Context: an optimization exercise on an open-source flow, tuned for small area. The choices shown serve that exercise and are no tape-out recipe.
Function was checked by simulation only, so behaviour that the tests miss may differ from the original.
Power figures rest on the tool's default switching activity, not on a simulated workload.

## run 1
==> flow/design.v <==
`timescale 1ns / 1ps
module ipmb_watchdog # (
   parameter integer TIMEOUT = 5000
)
(
    input clk,
    input rst,
    output [29:0] gpio_0,
    output [31:0] gpio_1,
    input [1:0] scl_i_in,
    input [1:0] scl_t_in,
    input [1:0] sda_i_in,
    input [1:0] sda_t_in,
    input [1:0] sv_scl_o,
    input [1:0] sv_scl_t,
    input ms_scl_o,
    input ms_scl_t,
    input [1:0] sv_sda_o,
    input [1:0] sv_sda_t,
    input ms_sda_o,
    input ms_sda_t
);
    localparam [12:0] MATCH_MSK = 13'h07fe;
    localparam [12:0] MATCH_VAL = 13'h06be;
    wire [19:0] x = {ms_sda_t, ms_sda_o, sv_sda_t[1], sv_sda_o[1], sv_sda_t[0], sv_sda_o[0],
                     ms_scl_t, ms_scl_o, sv_scl_t[1], sv_scl_o[1], sv_scl_t[0], sv_scl_o[0],
                     sda_t_in[1], sda_i_in[1], sda_t_in[0], sda_i_in[0],
                     scl_t_in[1], scl_i_in[1], scl_t_in[0], scl_i_in[0]};
    reg  [12:0] cnt [0:19];
    reg  [19:0] sflag;      
    wire [19:0] hit;        
    wire [19:0] ev;         
    genvar i, j;
    generate
        for (i = 0; i < 20; i = i + 1) begin : g_single
            assign hit[i] = (cnt[i] & MATCH_MSK) == MATCH_VAL;
            assign ev[i]  = ~x[i] & hit[i];
            always @(posedge clk) begin
                if (rst | x[i] | hit[i])
                    cnt[i] <= 13'd0;
                else
                    cnt[i] <= {~cnt[i][11:0], cnt[i][12] ^ cnt[i][2]};
                if (rst)
                    sflag[i] <= 1'b1;
                else if (ev[i])
                    sflag[i] <= 1'b0;
            end
        end
    endgenerate
    reg  [9:0] sel;         
    wire [9:0] pev;         
    reg  [9:4] pflag;       
    reg  [7:0] gcnt [0:3];
    generate
        for (i = 0; i < 10; i = i + 1) begin : g_pair
            assign pev[i] = ~x[2*i] & ~x[2*i+1] & (sel[i] ? hit[2*i] : hit[2*i+1]);
            always @(posedge clk) begin
                if (rst)
                    sel[i] <= 1'b1;
                else
                    sel[i] <= x[2*i] | (~x[2*i+1] & sel[i]);
            end
            if (i < 4) begin : g_cnt
                wire [8:0] k;
                assign k[0] = pev[i] & ~&gcnt[i];
                for (j = 0; j < 8; j = j + 1) begin : g_k
                    assign k[j+1] = k[j] & gcnt[i][j];
                end
                always @(posedge clk) begin
                    if (rst)
                        gcnt[i] <= 8'd0;
                    else
                        gcnt[i] <= gcnt[i] ^ k[7:0];
                end
            end else begin : g_flag
                always @(posedge clk) begin
                    if (rst)
                        pflag[i] <= 1'b1;
                    else if (pev[i])
                        pflag[i] <= 1'b0;
                end
            end
        end
    endgenerate
    wire [3:0] cflag;
    assign cflag[0] = ~|gcnt[0];
    assign cflag[1] = ~|gcnt[1];
    assign cflag[2] = ~|gcnt[2];
    assign cflag[3] = ~|gcnt[3];
    assign gpio_0 = {pflag[9:7], sflag[19:14], pflag[6:4], sflag[13:8],
                     cflag[3:2], sflag[7:4], cflag[1:0], sflag[3:0]};
    assign gpio_1 = {gcnt[3], gcnt[2], gcnt[1], gcnt[0]};
endmodule
==> flow/config.mk <==
export PLATFORM = sky130hd
export DESIGN_NAME = ipmb_watchdog
export DESIGN_NICKNAME = ipmb_watchdog
export VERILOG_FILES = /design/flow/design.v
export SDC_FILE = /design/flow/constraint.sdc
export NUM_CORES = 4
export LEC_CHECK = 0
export ABC_AREA = 1
export CAP_MARGIN = 0
export CORE_MARGIN = 2
export CORE_UTILIZATION = 70
export PLACE_DENSITY = 0.8
export SLEW_MARGIN = 0
==> flow/constraint.sdc <==
create_clock -name core_clock -period 10.0 [get_ports {clk}]
set_input_delay 2.0000 -clock core_clock [delete_from_list [all_inputs] [get_ports {clk}]]
set_output_delay 2.0000 -clock core_clock [all_outputs]
set_load 0.01 [all_outputs]
standard.sh (not shown) runs the stock make flow with config.mk's settings and CLKGATE_MAP_FILE= SYNTH_SCRIPT=/design/flow/synth_recipe.tcl, a recipe that flattens the netlist after the stock synthesis.
==> flow/flow/run.sh <==
#!/bin/bash
# Standard ORFS layout, with small port buffers, a lighter clock tree, and
# synthesis cells brought to their smallest drive strength before floorplanning.
set -euo pipefail
here=$(pwd)
export PRE_FLOORPLAN_TCL="$here/flow/downsize.tcl"
export BUFFER_PORTS_ARGS="-buffer_cell sky130_fd_sc_hd__buf_1"
export CTS_ARGS="-sink_clustering_enable -repair_clock_nets -dont_use_dummy_load -buf_list {sky130_fd_sc_hd__clkbuf_4} -root_buf sky130_fd_sc_hd__clkbuf_4 -sink_clustering_size 11 -sink_clustering_max_diameter 45"
bash standard.sh finish > flow_make.log 2>&1
==> flow/flow/downsize.tcl <==
# Run before floorplanning, on the standard synthesis netlist. Registers are
# left as they are; only the combinational cells change.
set_dont_use $::env(DONT_USE_CELLS)

# drop synthesis buffers, then re-map the combinational logic for area
remove_buffers
file mkdir $::env(OBJECTS_DIR)/rmp
# two passes: the second one still finds some area to recover
foreach pass {1 2} {
  restructure -liberty_file [lindex $::env(LIB_FILES) 0] -target area \
    -tielo_port [join $::env(TIELO_CELL_AND_PORT) /] \
    -tiehi_port [join $::env(TIEHI_CELL_AND_PORT) /] \
    -work_dir $::env(OBJECTS_DIR)/rmp
}
report_design_area

# Give every combinational cell the smallest drive strength of its function
# (timing has several ns of slack; repair_design re-buffers any net that needs it).
set n 0
set saved 0.0
foreach inst [get_cells *] {
  set master [get_property $inst ref_name]
  if { ![regexp {^(sky130_fd_sc_hd__[a-z0-9]+)_([0-9]+)$} $master -> base drv] } { continue }
  if { [string match "*__df*" $base] || [string match "*__sdf*" $base] || [string match "*__edf*" $base] } { continue }
  if { [string match "*__conb*" $base] || [string match "*tap*" $base] || [string match "*__clk*" $base] } { continue }
  set best ""
  set best_area [get_property [get_lib_cells */$master] area]
  foreach d {0 1 2} {
    if { $d >= $drv } { break }
    set cand [get_lib_cells -quiet */${base}_$d]
    if { [llength $cand] == 0 } { continue }
    if { [get_property $cand dont_use] } { continue }
    set a [get_property $cand area]
    if { $a < $best_area } { set best ${base}_$d; set best_area $a }
  }
  if { $best ne "" } {
    set saved [expr { $saved + [get_property [get_lib_cells */$master] area] - $best_area }]
    replace_cell $inst [get_lib_cells */$best]
    incr n
  }
}
puts "downsize: resized $n cells, saving [format %.1f $saved] um2"
report_design_area
Input-level comparison between run 2 and run 1:
- SLEW_MARGIN now 20, was 0
- CAP_MARGIN now 20, was 0
- CORE_UTILIZATION now 85, was 70
- ABC_AREA no longer set, was 1
- PLACE_DENSITY now 0.92, was 0.8
diff --git a/flow/flow/run.sh b/flow/flow/run.sh
--- a/flow/flow/run.sh
+++ b/flow/flow/run.sh
@@ -8 +8 @@
-export CTS_ARGS="-sink_clustering_enable -repair_clock_nets -dont_use_dummy_load -buf_list {sky130_fd_sc_hd__clkbuf_4} -root_buf sky130_fd_sc_hd__clkbuf_4 -sink_clustering_size 11 -sink_clustering_max_diameter 45"
+export CTS_ARGS="-sink_clustering_enable -repair_clock_nets -dont_use_dummy_load -buf_list {sky130_fd_sc_hd__clkbuf_4} -root_buf sky130_fd_sc_hd__clkbuf_8 -sink_clustering_size 11 -sink_clustering_max_diameter 35"
diff --git a/flow/flow/downsize.tcl b/flow/flow/downsize.tcl
--- a/flow/flow/downsize.tcl
+++ b/flow/flow/downsize.tcl
@@ -1,2 +0,0 @@
-# Run before floorplanning, on the standard synthesis netlist. Registers are
-# left as they are; only the combinational cells change.
@@ -4,13 +1,0 @@
-
-# drop synthesis buffers, then re-map the combinational logic for area
-remove_buffers
-file mkdir $::env(OBJECTS_DIR)/rmp
-# two passes: the second one still finds some area to recover
-foreach pass {1 2} {
-  restructure -liberty_file [lindex $::env(LIB_FILES) 0] -target area \
-    -tielo_port [join $::env(TIELO_CELL_AND_PORT) /] \
-    -tiehi_port [join $::env(TIEHI_CELL_AND_PORT) /] \
-    -work_dir $::env(OBJECTS_DIR)/rmp
-}
-report_design_area
-
@@ -43 +28 @@
-report_design_area
+remove_buffers
## What came out
Maximum number of pins on one net before global-route repair | run 2 above run 1. On run 2: clock share of power is 1.8 points higher than what run 1 gave. Run 2: chip height is 7.7% lower than what run 1 reported. Non-clock buffer count in run 2 vs run 1: up 1.2%. NOTE routed wire length run 1->run 2 increased by more than a quarter. When run 2 is measured against run 1, its effective utilization at floorplan turns out 15 points higher.
## Diff of input files: run 3 against run 2
- setting ABC_AREA to 1 for the first time
- changing CORE_UTILIZATION from 85 to 70
- changing PLACE_DENSITY from 0.92 to 0.8
diff --git a/flow/flow/run.sh b/flow/flow/run.sh
--- a/flow/flow/run.sh
+++ b/flow/flow/run.sh
@@ -8 +8 @@
-export CTS_ARGS="-sink_clustering_enable -repair_clock_nets -dont_use_dummy_load -buf_list {sky130_fd_sc_hd__clkbuf_4} -root_buf sky130_fd_sc_hd__clkbuf_8 -sink_clustering_size 11 -sink_clustering_max_diameter 35"
+export CTS_ARGS="-sink_clustering_enable -repair_clock_nets -dont_use_dummy_load -buf_list {sky130_fd_sc_hd__clkbuf_4} -root_buf sky130_fd_sc_hd__clkbuf_4 -sink_clustering_size 12 -sink_clustering_max_diameter 45"
diff --git a/flow/flow/downsize.tcl b/flow/flow/downsize.tcl
--- a/flow/flow/downsize.tcl
+++ b/flow/flow/downsize.tcl
@@ -0,0 +1,2 @@
+# Run before floorplanning, on the standard synthesis netlist. Registers are
+# left as they are; only the combinational cells change.
@@ -1,0 +4,10 @@
+
+# drop synthesis buffers, then re-map the combinational logic for area
+remove_buffers
+file mkdir $::env(OBJECTS_DIR)/rmp
+restructure -liberty_file [lindex $::env(LIB_FILES) 0] -target area \
+  -tielo_port [join $::env(TIELO_CELL_AND_PORT) /] \
+  -tiehi_port [join $::env(TIEHI_CELL_AND_PORT) /] \
+  -work_dir $::env(OBJECTS_DIR)/rmp
+report_design_area
+
@@ -28 +40 @@
-remove_buffers
+report_design_area
## What came out
Compared with run 2, run 3 shows final non-filler cell area lower by 2.3%.
Final routed wire length divided by cell count, run 3 vs run 2: down by more than a quarter
Diff run 2 -> run 3 | wire length of the first global-routing pass | down by more than 10%
Modified inputs, run 4 compared to run 3
diff --git a/flow/flow/run.sh b/flow/flow/run.sh
--- a/flow/flow/run.sh
+++ b/flow/flow/run.sh
@@ -8 +8 @@
-export CTS_ARGS="-sink_clustering_enable -repair_clock_nets -dont_use_dummy_load -buf_list {sky130_fd_sc_hd__clkbuf_4} -root_buf sky130_fd_sc_hd__clkbuf_4 -sink_clustering_size 12 -sink_clustering_max_diameter 45"
+export CTS_ARGS="-sink_clustering_enable -repair_clock_nets -dont_use_dummy_load -buf_list {sky130_fd_sc_hd__clkbuf_4} -root_buf sky130_fd_sc_hd__clkbuf_4 -sink_clustering_size 11 -sink_clustering_max_diameter 60"
## What came out
- The share of cell area taken by multi-input logic gates of run 4 and that of run 3 are within noise of each other.
- The count of clock-buffer cells in the layout of run 4 is higher than that of run 3.
- As far as design area is concerned, run 4 and run 3 perform about the same.
- Fmax: run 4 higher than run 3
- Share of cells above drive strength 1 ended up 0.36 points higher on run 4 than on run 3.
- Diff run 3 and run 4: met3 wire length lower in run 3
- Higher wire length of the first global-routing pass among run 3 and run 4: run 4
- [compare] base=run 3 new=run 4: average cell area after synthesis closely matched the old numbers, sequential share of cell area moved down, data arrival time of the critical path lost 0.02 ns, via count of the first global-routing pass went up.

[static timing again, ports no longer ideal]
The results above use ideal ports. As a check the final layouts listed here were re-extracted and re-timed, cells and wires unchanged. Step 1 (the two cells are an assumption about what drives the block):
set clk [get_ports {clk}]
set_driving_cell -lib_cell sky130_fd_sc_hd__clkbuf_16 $clk
set_driving_cell -lib_cell sky130_fd_sc_hd__buf_2 [delete_from_list [all_inputs] $clk]
Step 2, shift: input delay + t, output delay - t, t = (earliest + latest rising clock arrival at the registers) / 2. This alone moves slack from input paths to output paths. Three values: ideal, step 1, step 2; two values: the first two.
| run | shift t [ns] | setup WS [ns] | worst register clock-pin slew, ns | worst data-port slew with drivers (ns) |
|---|---|---|---|---|
| run 1 | 0.617 | 6.170 / 6.183 / 5.567 | 0.12 / 0.12 | 0.04 |
| run 2 | 0.537 | 6.221 / 6.186 / 6.004 | 0.12 / 0.12 | 0.04 |
| run 3 | 0.661 | 6.016 / 5.979 / 5.585 | 0.12 / 0.12 | 0.06 |
| run 4 | 0.632 | 6.038 / 6.002 / 5.571 | 0.11 / 0.11 | 0.06 |
After both steps setup and hold are still met in every run listed. The setup slack of run 1, which loses most, moves by +0.013 ns with the drivers and by -0.603 ns with both steps.
